From an optimization exercise on the open Yosys and OpenROAD flow, aimed at small area; shortcuts taken in it are not production practice.
Function was checked by simulation only, so behaviour that the tests miss may differ from the original.

==> flow/design.v <==
`timescale 1ns / 1ps
module spi_master #( parameter integer DIV_COEF = 0 ) (
    input               clk_in,          
    input               nrst,            
    input               request,         
    input   [4:0]       nbits,           
    input  [31:0]       mosi_data,       
    output [31:0]       miso_data,       
    output              ready,           
    output              spi_oe,          
    output              spi_csn,         
    output              spi_sck,         
    output              spi_mosi,        
    output              spi_mosi_oe,     
    input               spi_mosi_in,     
    input               spi_miso         
);
    localparam integer div_coef_i = (DIV_COEF == 0) ? 10000 : DIV_COEF - 1;
    localparam [15:0] div_coef_ = div_coef_i[15:0];
    localparam [2:0]
        S_IDLE0  = 3'd0,     
        S_IDLE1  = 3'd1,     
        S_RUN    = 3'd2,     
        S_FIRST  = 3'd3,     
        S_HIGH   = 3'd4,
        S_LOW    = 3'd5,
        S_FINISH = 3'd6,
        S_END    = 3'd7;
    reg [2:0]  state;
    reg [4:0]  cnt;          
    reg [31:0] miso_reg;
    reg        rd;
    reg        spi3w;
    wire idle = (state == S_IDLE0) || (state == S_IDLE1);
    wire cfg_req = request && (nbits == 5'd0);
    wire mosi_bit = mosi_data[cnt];
    assign ready = (state == S_IDLE1);
    assign spi_oe = !idle;
    assign spi_csn = idle || (state == S_END);
    assign spi_sck = (state != S_LOW);
    assign spi_mosi = (state == S_RUN || state == S_FIRST) ? 1'b1 : mosi_bit;
    wire rd_tri = ({1'b0, cnt} + 6'd8 <= {1'b0, nbits});
    assign spi_mosi_oe = !idle && !(spi3w && rd && rd_tri);
    assign miso_data = miso_reg;
    reg [15:0] divider;
    reg [15:0] div_coef;
    reg divider_out;
    reg configure;
    wire [15:0] coef_d = !nrst ? div_coef_ :
        (configure && (nbits == 5'd0) && mosi_data[31] && mosi_data[23]) ? mosi_data[15:0] : div_coef;
    wire wrap = &divider;
    wire tick = divider_out;
    always @(posedge clk_in) begin
        div_coef <= coef_d;
        if (!nrst || configure || wrap)
            divider <= coef_d;
        else
            divider <= divider - 16'd1;
        divider_out <= nrst && !configure && wrap;
    end
    always @(posedge clk_in) begin
        if (!nrst) begin
            configure <= 1'b0;
            spi3w <= 1'b0;
            state <= S_IDLE0;
        end else begin
            configure <= idle && cfg_req;
            if (idle && cfg_req && mosi_data[31] && mosi_data[24])
                spi3w <= mosi_data[16];
            case (state)
                S_IDLE0, S_IDLE1: if (request && !cfg_req) state <= S_RUN;
                S_RUN:    if (cnt == nbits) state <= S_FIRST;
                S_FIRST:  if (tick) state <= S_LOW;
                S_HIGH:   if (tick) state <= S_LOW;
                S_LOW:    if (tick) state <= (cnt == 5'd0) ? S_FINISH : S_HIGH;
                S_FINISH: if (tick) state <= S_END;
                S_END:    if (tick) state <= S_IDLE1;
            endcase
        end
    end
    always @(posedge clk_in) begin
        case (state)
            S_IDLE0, S_IDLE1: begin
                cnt <= 5'd31;
            end
            S_RUN: begin
                if (cnt == nbits)
                    rd <= mosi_bit;
                else
                    cnt <= cnt - 5'd1;
            end
            S_HIGH: if (tick)
                cnt <= cnt - 5'd1;
            S_LOW: if (tick)
                miso_reg <= {miso_reg[30:0], spi3w ? spi_mosi_in : rd ? spi_miso : 1'b0};
            default: ;
        endcase
    end
endmodule
Settings: LEC_CHECK=0, CAP_MARGIN=20, CORE_MARGIN=2, CORE_UTILIZATION=40, SLEW_MARGIN=20; clock period 5.0 ns.
standard.sh (not shown) runs the stock make flow with config.mk's settings and CLKGATE_MAP_FILE= SYNTH_SCRIPT=/design/flow/synth_recipe.tcl, a recipe that flattens the netlist after the stock synthesis.
==> flow/flow/run.sh <==
#!/bin/bash
# Standard ORFS layout (the standard.sh) with smaller port buffers and a
# CTS without dummy loads.
set -euo pipefail
export BUFFER_PORTS_ARGS="-buffer_cell sky130_fd_sc_hd__buf_1"
export CTS_ARGS="-sink_clustering_enable -repair_clock_nets -dont_use_dummy_load -buf_list sky130_fd_sc_hd__clkbuf_8 -sink_clustering_size 25 -sink_clustering_max_diameter 100"
bash standard.sh > standard.log 2>&1
Edit:
==> flow/flow/run.sh (replaced) <==
#!/bin/bash
# Standard ORFS layout (the standard.sh) with smaller port buffers and a
# CTS without dummy loads.
set -euo pipefail
export BUFFER_PORTS_ARGS="-buffer_cell sky130_fd_sc_hd__buf_1"
export CTS_ARGS="-sink_clustering_enable -repair_clock_nets -dont_use_dummy_load -buf_list sky130_fd_sc_hd__clkbuf_16 -sink_clustering_size 40 -sink_clustering_max_diameter 200"
bash standard.sh > standard.log 2>&1
Effect:
- The new run completed without violations
- core utilization is higher by 1.2 points
- area after synthesis does not change
- wire length is about the same
- worst setup slack gets worse by 0.0096 ns

==> afterwards: timing with drivers on the ports <==
The flow's constraints put no driver on any port. The routed layouts listed below were extracted and timed again, unchanged, in two steps. Step 1 assumes that a clkbuf_16 drives the clock port and a buf_2 every other input. Step 2 moves the port delays by t, midway between the first and last clock arrival at a register: inputs arrive t later, outputs are due t later. That takes back most of the time a late clock gives input paths. Slacks: ideal ports / drivers / drivers and shift; pairs: ideal ports / drivers.
run | t, ns | setup slack, ns | worst setup path at the end
the first run | 0.364 | 1.584 / 1.557 / 1.557 | input to output
the second run | 0.356 | 1.574 / 1.548 / 1.548 | input to output
After both steps setup and hold are still met in every run listed. The setup slack of the first run, which loses most, moves by -0.027 ns with the drivers and by -0.027 ns with both steps.
